What follows belongs to an exercise in optimizing a design on an open flow for small area; a production flow would make more cautious choices. The RTL was checked by simulation tests, not by an equivalence proof against the original design. Power is estimated from default activity; no workload was simulated.

==> exp/amber: inputs <==
// game6
module game6 (
    input wire mode,
    input wire CLK,
    input wire rst,
    input wire [1:0] BTN_LR,
    input wire [9:0] i_x,
    input wire [8:0] i_y,
    input wire i_animate,
    output wire [3:0] VGA_R,
    output wire [3:0] VGA_G,
    output wire [3:0] VGA_B,
    output wire endgame,
    output wire [8:0] score,
    output wire win
    );
clock: 16.0 ns
lec_check: 0
cap_margin: 0
core_margin: 2
core_utilization: 40
cts_buf_list: sky130_fd_sc_hd__clkbuf_8
slew_margin: 0
synth_hierarchical: 1
standard.sh (not shown) runs the stock make flow with config.mk's settings and CLKGATE_MAP_FILE= SYNTH_SCRIPT=/design/flow/synth_recipe.tcl, a recipe that flattens the netlist after the stock synthesis.
==> flow/flow/run.sh <==
#!/bin/bash
# Layout flow: the standard layout (standard.sh), except that the
# synthesis maps the logic with an area-oriented ABC script (abc_area.script
# here) in place of ORFS's delay-oriented abc_speed.script.  The synthesis is
# otherwise ORFS's and the standard flow's own (synth_recipe.tcl), so the registers, their
# names and cells are those of the standard synthesis.
set -euo pipefail
W=$(pwd)
rm -rf "$W/scripts_area"
cp -r "$FLOW_HOME/scripts" "$W/scripts_area"
cp "$W/flow/abc_area.script" "$W/scripts_area/abc_speed.script"
bash "$W/standard.sh" SCRIPTS_DIR="$W/scripts_area" synth > "$W/synth.log" 2>&1
bash "$W/standard.sh" "BUFFER_PORTS_ARGS=-buffer_cell sky130_fd_sc_hd__buf_1" > "$W/layout.log" 2>&1
==> flow/flow/abc_area.script <==
&get -n
&st
&syn2
&dc2
&syn2
&dch -f
&nf -R 1000 -p
&put
topo
==> exp/delta: changes against exp/amber <==
==> flow/flow/run.sh (replaced) <==
#!/bin/bash
# Layout flow: the standard layout (standard.sh) with three changes:
#  - the synthesis maps the logic with an area-oriented ABC script
#    (abc_area.script here) in place of ORFS's delay-oriented abc_speed.script;
#  - the synthesis buffers pass-through outputs with buf_1 instead of buf_4;
#  - placement gives every input and output port a buf_1 buffer;
#  - clock tree synthesis adds no dummy loads to balance the tree's leaves.
# The synthesis is otherwise ORFS's with the standard flow's own script (synth_recipe.tcl),
# so the registers, their names and cells are those of the standard synthesis.
set -euo pipefail
W=$(pwd)
rm -rf "$W/scripts_area"
cp -r "$FLOW_HOME/scripts" "$W/scripts_area"
cp "$W/flow/abc_area.script" "$W/scripts_area/abc_speed.script"
bash "$W/standard.sh" SCRIPTS_DIR="$W/scripts_area" "MIN_BUF_CELL_AND_PORTS=sky130_fd_sc_hd__buf_1 A X" synth > "$W/synth.log" 2>&1
bash "$W/standard.sh" "BUFFER_PORTS_ARGS=-buffer_cell sky130_fd_sc_hd__buf_1" \
    "CTS_ARGS=-sink_clustering_enable -repair_clock_nets -buf_list sky130_fd_sc_hd__clkbuf_8 -dont_use_dummy_load" \
    > "$W/layout.log" 2>&1
==> flow/flow/abc_area.script (replaced) <==
&get -n
&st
&syn2
&dc2
&syn2
&dch -f
&nf -R 1000 -p
&st
&syn2
&dc2
&syn2
&dch -f
&nf -R 1000 -p
&put
topo
--- a/flow/config.mk
+++ b/flow/config.mk
@@ -9,5 +9,6 @@
 export CORE_MARGIN = 2
 export CORE_UTILIZATION = 40
 export CTS_BUF_LIST = sky130_fd_sc_hd__clkbuf_8
+export GPL_TIMING_DRIVEN = 0
 export SLEW_MARGIN = 0
 export SYNTH_HIERARCHICAL = 1
==> exp/quartz: changes against exp/amber <==
==> flow/flow/run.sh (replaced) <==
#!/bin/bash
# Layout flow: the standard layout (standard.sh) with these changes:
#  - the synthesis maps the logic with an area-oriented ABC script
#    (abc_area.script here) in place of ORFS's delay-oriented abc_speed.script;
#  - the synthesis buffers pass-through outputs with buf_1 instead of buf_4;
#  - placement gives every input and output port a buf_1 buffer;
#  - clock tree synthesis adds no dummy loads to balance the tree's leaves.
# The synthesis is otherwise ORFS's with the standard flow's own script (synth_recipe.tcl),
# so the registers, their names and cells are those of the standard synthesis.
set -euo pipefail
W=$(pwd)
rm -rf "$W/scripts_area"
cp -r "$FLOW_HOME/scripts" "$W/scripts_area"
cp "$W/flow/abc_area.script" "$W/scripts_area/abc_speed.script"
bash "$W/standard.sh" SCRIPTS_DIR="$W/scripts_area" "MIN_BUF_CELL_AND_PORTS=sky130_fd_sc_hd__buf_1 A X" synth > "$W/synth.log" 2>&1
bash "$W/standard.sh" "BUFFER_PORTS_ARGS=-buffer_cell sky130_fd_sc_hd__buf_1" \
    "CTS_ARGS=-sink_clustering_enable -repair_clock_nets -buf_list sky130_fd_sc_hd__clkbuf_8 -dont_use_dummy_load" \
    > "$W/layout.log" 2>&1
==> flow/flow/abc_area.script (replaced) <==
&get -n
&st
&syn2
&dc2
&syn2
&dch -f
&nf -R 1000 -p
&st
&syn2
&dc2
&syn2
&dch -f
&nf -R 1000 -p
&put
topo
--- a/flow/config.mk
+++ b/flow/config.mk
@@ -7,7 +7,8 @@
 export LEC_CHECK = 0
 export CAP_MARGIN = 0
 export CORE_MARGIN = 2
-export CORE_UTILIZATION = 40
+export CORE_UTILIZATION = 55
 export CTS_BUF_LIST = sky130_fd_sc_hd__clkbuf_8
+export GPL_TIMING_DRIVEN = 0
 export SLEW_MARGIN = 0
 export SYNTH_HIERARCHICAL = 1
==> comparison <==
exp/quartz finished with timing, DRC and antenna clean. exp/amber finished with timing, DRC and antenna clean. exp/delta completed without violations.
Combinational power is about the same in exp/amber and exp/quartz.
Via count: exp/delta < exp/amber < exp/quartz.
In exp/amber the synthesized cell count is larger than in exp/delta, by 2.0%.
The lowest first-iteration DRC count belongs to exp/delta, the highest to exp/quartz.
Against exp/delta, the total power of exp/quartz is higher by 0.90%.
The lowest fmax belongs to exp/quartz, the highest to exp/amber.
Against exp/quartz, the clock skew of exp/amber is lower by 0.015 ns.
Worst setup slack: exp/amber > exp/delta > exp/quartz.
Against exp/amber, the sequential power of exp/quartz is higher by about 2%.
Final area: exp/amber is larger than exp/delta (about 1.1%).

* * *

==> run a: inputs <==
game6, a different RTL version from the one above (not shown whole).
==> flow/config.mk <==
export PLATFORM = sky130hd
export DESIGN_NAME = game6
export DESIGN_NICKNAME = game6
export VERILOG_FILES = /design/flow/design.v
export SDC_FILE = /design/flow/constraint.sdc
export NUM_CORES = 4
export LEC_CHECK = 0
export CAP_MARGIN = 0
export CORE_MARGIN = 2
export CORE_UTILIZATION = 40
export CTS_BUF_LIST = sky130_fd_sc_hd__clkbuf_8
export GPL_TIMING_DRIVEN = 0
export SLEW_MARGIN = 0
export SYNTH_HIERARCHICAL = 1
==> flow/constraint.sdc <==
create_clock -name core_clock -period 16.0 [get_ports {CLK}]
set_input_delay 3.2000 -clock core_clock [delete_from_list [all_inputs] [get_ports {CLK}]]
set_output_delay 3.2000 -clock core_clock [all_outputs]
set_load 0.01 [all_outputs]
==> flow/flow/run.sh <==
#!/bin/bash
# Layout flow: the standard layout (standard.sh) with these changes:
#  - the synthesis maps the logic with an area-oriented ABC script
#    (abc_area.script here) in place of ORFS's delay-oriented abc_speed.script;
#  - the synthesis adds no buffers between outputs that carry the same signal
#    (placement still gives every output port a buffer of its own);
#  - placement gives every input and output port a buf_1 buffer;
#  - clock tree synthesis adds no dummy loads to balance the tree's leaves.
# The synthesis is otherwise ORFS's with the standard flow's own script (synth_recipe.tcl),
# so the registers, their names and cells are those of the standard synthesis.
set -euo pipefail
W=$(pwd)
rm -rf "$W/scripts_area"
cp -r "$FLOW_HOME/scripts" "$W/scripts_area"
cp "$W/flow/abc_area.script" "$W/scripts_area/abc_speed.script"
bash "$W/standard.sh" SCRIPTS_DIR="$W/scripts_area" SYNTH_INSBUF=0 synth > "$W/synth.log" 2>&1
bash "$W/standard.sh" "BUFFER_PORTS_ARGS=-buffer_cell sky130_fd_sc_hd__buf_1" \
    "CTS_ARGS=-sink_clustering_enable -repair_clock_nets -buf_list sky130_fd_sc_hd__clkbuf_8 -dont_use_dummy_load" \
    > "$W/layout.log" 2>&1
==> flow/flow/abc_area.script <==
&get -n
&st
&syn2
&dc2
&syn2
&dch -f
&nf -R 1000 -p
&st
&syn2
&dc2
&syn2
&dch -f
&nf -R 1000 -p
&put
buffer -c
topo
stime -c
upsize -c
dnsize -c
==> inputs of run b, as changes to run a <==
==> flow/flow/abc_area.script (replaced) <==
&get -n
&st
&syn2
&dc2
&syn2
&dch -f
&nf -R 1000 -p
&st
&syn2
&dc2
&syn2
&dch -f
&nf -R 1000 -p
&put
topo
--- a/flow/config.mk
+++ b/flow/config.mk
@@ -5,10 +5,11 @@
 export SDC_FILE = /design/flow/constraint.sdc
 export NUM_CORES = 4
 export LEC_CHECK = 0
 export CAP_MARGIN = 0
 export CORE_MARGIN = 2
-export CORE_UTILIZATION = 40
+export CORE_UTILIZATION = 60
 export CTS_BUF_LIST = sky130_fd_sc_hd__clkbuf_8
 export GPL_TIMING_DRIVEN = 0
+export PLACE_DENSITY = 0.8
 export SLEW_MARGIN = 0
 export SYNTH_HIERARCHICAL = 1
==> inputs of run c, as changes to run a <==
--- a/flow/design.v
+++ b/flow/design.v
@@ -163,17 +163,16 @@
     assign ze[20] = cx212 & ey225;
     assign bpix[20] = a[20] & dx212 & dy225;
     assign zs[21] = sx428 & ry225;
     assign ze[21] = cx428 & ey225;
     assign bpix[21] = a[21] & dx428 & dy225;
-    wire hxn = |hxs, hyn = |hys;
     wire [21:0] z = zs | ze;
     wire [21:0] g = {22{~mode}} | (a & ~h);
     assign hxs = zs & g;
     assign hys = ze & g;
     wire [21:0] a_n = rst ? {22{1'b1}} : (a | {22{~mode}}) & ~z;
-    wire [21:0] h_n = rst ? {22{1'b0}} : mode ? h : (z | (h & {22{~cs}}));
+    wire [21:0] h_n = rst ? {22{1'b0}} : ~mode ? ~z & ((a & h & {22{~cs}}) | (~a & ~h)) : h | ({22{run}} & ~a);
     always @(posedge CLK) begin
         an <= ~a_n;
         h <= h_n;
     end
     always @(posedge CLK)
@@ -181,12 +180,12 @@
         cs <= 1'b0;
         hx <= 1'b0;
         hy <= 1'b0;
     end else begin
         cs <= mode & (cs | run);
-        hx <= ~run & (hx | hxn);
-        hy <= ~run & (hy | hyn);
+        hx <= ~run & (hx | (|hxs));
+        hy <= ~run & (hy | (|hys));
     end
     wire btn_l = BTN_LR[1] & ~BTN_LR[0];
     wire btn_r = BTN_LR[0] & ~BTN_LR[1];
     wire [8:0] dbp_s;
     wire [9:0] dbp_c;
==> flow/flow/run.sh (replaced) <==
#!/bin/bash
# Layout flow: the standard layout (standard.sh) with three changes:
#  - the synthesis maps the logic with an area-oriented ABC script
#    (abc_area.script here) in place of ORFS's delay-oriented abc_speed.script;
#  - the synthesis buffers pass-through outputs with buf_1 instead of buf_4;
#  - placement gives every input and output port a buf_1 buffer.
# The synthesis is otherwise ORFS's with the standard flow's own script (synth_recipe.tcl),
# so the registers, their names and cells are those of the standard synthesis.
set -euo pipefail
W=$(pwd)
rm -rf "$W/scripts_area"
cp -r "$FLOW_HOME/scripts" "$W/scripts_area"
cp "$W/flow/abc_area.script" "$W/scripts_area/abc_speed.script"
bash "$W/standard.sh" SCRIPTS_DIR="$W/scripts_area" "MIN_BUF_CELL_AND_PORTS=sky130_fd_sc_hd__buf_1 A X" synth > "$W/synth.log" 2>&1
bash "$W/standard.sh" "BUFFER_PORTS_ARGS=-buffer_cell sky130_fd_sc_hd__buf_1" > "$W/layout.log" 2>&1
==> flow/flow/abc_area.script (replaced) <==
&get -n
&st
&syn2
&dc2
&syn2
&dch -f
&nf -R 1000 -p
&st
&syn2
&dc2
&syn2
&dch -f
&nf -R 1000 -p
&put
topo
--- a/flow/config.mk
+++ b/flow/config.mk
@@ -7,8 +7,7 @@
 export LEC_CHECK = 0
 export CAP_MARGIN = 0
 export CORE_MARGIN = 2
 export CORE_UTILIZATION = 40
 export CTS_BUF_LIST = sky130_fd_sc_hd__clkbuf_8
-export GPL_TIMING_DRIVEN = 0
 export SLEW_MARGIN = 0
 export SYNTH_HIERARCHICAL = 1
==> inputs of run d, as changes to run a <==
--- a/flow/design.v
+++ b/flow/design.v
@@ -163,17 +163,16 @@
     assign ze[20] = cx212 & ey225;
     assign bpix[20] = a[20] & dx212 & dy225;
     assign zs[21] = sx428 & ry225;
     assign ze[21] = cx428 & ey225;
     assign bpix[21] = a[21] & dx428 & dy225;
-    wire hxn = |hxs, hyn = |hys;
     wire [21:0] z = zs | ze;
     wire [21:0] g = {22{~mode}} | (a & ~h);
     assign hxs = zs & g;
     assign hys = ze & g;
     wire [21:0] a_n = rst ? {22{1'b1}} : (a | {22{~mode}}) & ~z;
-    wire [21:0] h_n = rst ? {22{1'b0}} : mode ? h : (z | (h & {22{~cs}}));
+    wire [21:0] h_n = rst ? {22{1'b0}} : ~mode ? ~z & ((a & h & {22{~cs}}) | (~a & ~h)) : h | ({22{run}} & ~a);
     always @(posedge CLK) begin
         an <= ~a_n;
         h <= h_n;
     end
     always @(posedge CLK)
@@ -181,12 +180,12 @@
         cs <= 1'b0;
         hx <= 1'b0;
         hy <= 1'b0;
     end else begin
         cs <= mode & (cs | run);
-        hx <= ~run & (hx | hxn);
-        hy <= ~run & (hy | hyn);
+        hx <= ~run & (hx | (|hxs));
+        hy <= ~run & (hy | (|hys));
     end
     wire btn_l = BTN_LR[1] & ~BTN_LR[0];
     wire btn_r = BTN_LR[0] & ~BTN_LR[1];
     wire [8:0] dbp_s;
     wire [9:0] dbp_c;
==> flow/flow/run.sh (replaced) <==
#!/bin/bash
# Layout flow: the standard layout (standard.sh) with these changes:
#  - the synthesis maps the logic with an area-oriented ABC script
#    (abc_area.script here) in place of ORFS's delay-oriented abc_speed.script;
#  - the synthesis buffers pass-through outputs with buf_1 instead of buf_4;
#  - placement gives every input and output port a buf_1 buffer;
#  - clock tree synthesis adds no dummy loads to balance the tree's leaves.
# The synthesis is otherwise ORFS's with the standard flow's own script (synth_recipe.tcl),
# so the registers, their names and cells are those of the standard synthesis.
set -euo pipefail
W=$(pwd)
rm -rf "$W/scripts_area"
cp -r "$FLOW_HOME/scripts" "$W/scripts_area"
cp "$W/flow/abc_area.script" "$W/scripts_area/abc_speed.script"
bash "$W/standard.sh" SCRIPTS_DIR="$W/scripts_area" "MIN_BUF_CELL_AND_PORTS=sky130_fd_sc_hd__buf_1 A X" synth > "$W/synth.log" 2>&1
bash "$W/standard.sh" "BUFFER_PORTS_ARGS=-buffer_cell sky130_fd_sc_hd__buf_1" \
    "CTS_ARGS=-sink_clustering_enable -repair_clock_nets -buf_list sky130_fd_sc_hd__clkbuf_8 -dont_use_dummy_load" \
    > "$W/layout.log" 2>&1
==> flow/flow/abc_area.script (replaced) <==
&get -n
&st
&syn2
&dc2
&syn2
&dch -f
&nf -R 1000 -p
&st
&syn2
&dc2
&syn2
&dch -f
&nf -R 1000 -p
&put
topo
==> out/metrics.cfg <==
[outcome]
status = complete, no violations

[cells_and_area]
layout.nonclk_buf_share_pct = 5.41
multi_input_cells = 679
final.signal_inverter_count = 29

[place]
pre_cts_ws_ns = 7.50

[pwr]
logic_gate_share_of_total_power_pct = 24.7

[grt]
grt.total_usage_pct = 26.0

[setup_path]
critical_path_class = primary input to output pin
reg_to_reg_slack_setup_ns = 10.39

[synth]
syn_area_mm2 = 0.00686

[detailed_routing]
route.final.wire_length_mm = 23.0

The numbers above come from run a.

==> out/metrics.cfg <==
[pwr]
logic_gate_share_of_total_power_pct = 22.4

[place]
pre_cts_ws_ns = 7.43

[outcome]
status = complete, no violations

[detailed_routing]
route.final.wire_length_mm = 21.7

[setup_path]
critical_path_class = primary input to flop
reg_to_reg_slack_setup_ns = 10.31

[cells_and_area]
multi_input_cells = 739

The numbers above come from run d.

==> out/metrics.cfg <==
[setup_path]
reg_to_reg_slack_setup_ns = 10.24
critical_path_class = primary input to flop

[grt]
grt.total_usage_pct = 25.2

[clock_network]
clock_latency_ns = 0.38

[cells_and_area]
final.signal_inverter_count = 22
multi_input_cells = 739
layout.nonclk_buf_share_pct = 3.71

[detailed_routing]
route.final.wire_length_mm = 22.4

[outcome]
status = complete, no violations

[place]
pre_cts_ws_ns = 7.61

[synth]
syn_area_mm2 = 0.00693

The numbers above come from run c.

==> out/metrics.cfg <==
[timing]
fin_worst_hold_slack_ns = 0.453

[place]
pre_cts_ws_ns = 6.75

[cells_and_area]
multi_input_cells = 679
layout.nonclk_buf_share_pct = 3.14
final.signal_inverter_count = 29

[setup_path]
critical_path_class = primary input to flop

[detailed_routing]
route.final.wire_length_mm = 21.7

[synth]
syn_area_mm2 = 0.00659

[hold_path]
worst_hold_path.num_cells = 2

[pwr]
logic_gate_share_of_total_power_pct = 23.3

[outcome]
status = complete, no violations

The numbers above come from run b.

-- what the ideal ports hide --
No port has a modelled driver above. Below, the same layouts with a new extraction and two added sets of constraints.
Step 1 assumes that a clkbuf_16 drives the clock port and a buf_2 every other input.
Step 2 times the ports against the registers' clock, not the clock port: input delays grow and output delays shrink by t, the midpoint of the rising clock arrivals with the driver on.
Three values: ideal, step 1, step 2; two values: the first two.
| run | shift t [ns] | slack for setup (ns) | hold WS [ns] | worst setup path after step 2 | worst slew at a driven data input, ns |
|---|---|---|---|---|---|
| exp/amber | 0.410 | 7.985 / 7.999 / 7.589 | 0.454 / 0.454 / 0.454 | input to register | 0.03 |
| exp/delta | 0.417 | 7.869 / 7.886 / 7.469 | 0.449 / 0.449 / 0.449 | input to register | 0.04 |
| exp/quartz | 0.416 | 7.557 / 7.578 / 7.161 | 0.459 / 0.459 / 0.459 | input to register | 0.03 |
| run a | 0.405 | 7.524 / 7.500 / 7.392 | 0.434 / 0.434 / 0.434 | input to register | 0.04 |
| run b | 0.413 | 7.470 / 7.485 / 7.072 | 0.453 / 0.453 / 0.453 | input to register | 0.04 |
| run c | 0.411 | 8.003 / 8.020 / 7.609 | 0.464 / 0.464 / 0.464 | input to register | 0.04 |
| run d | 0.417 | 7.869 / 7.886 / 7.469 | 0.449 / 0.449 / 0.449 | input to register | 0.04 |
After both steps every run listed still meets setup and hold.
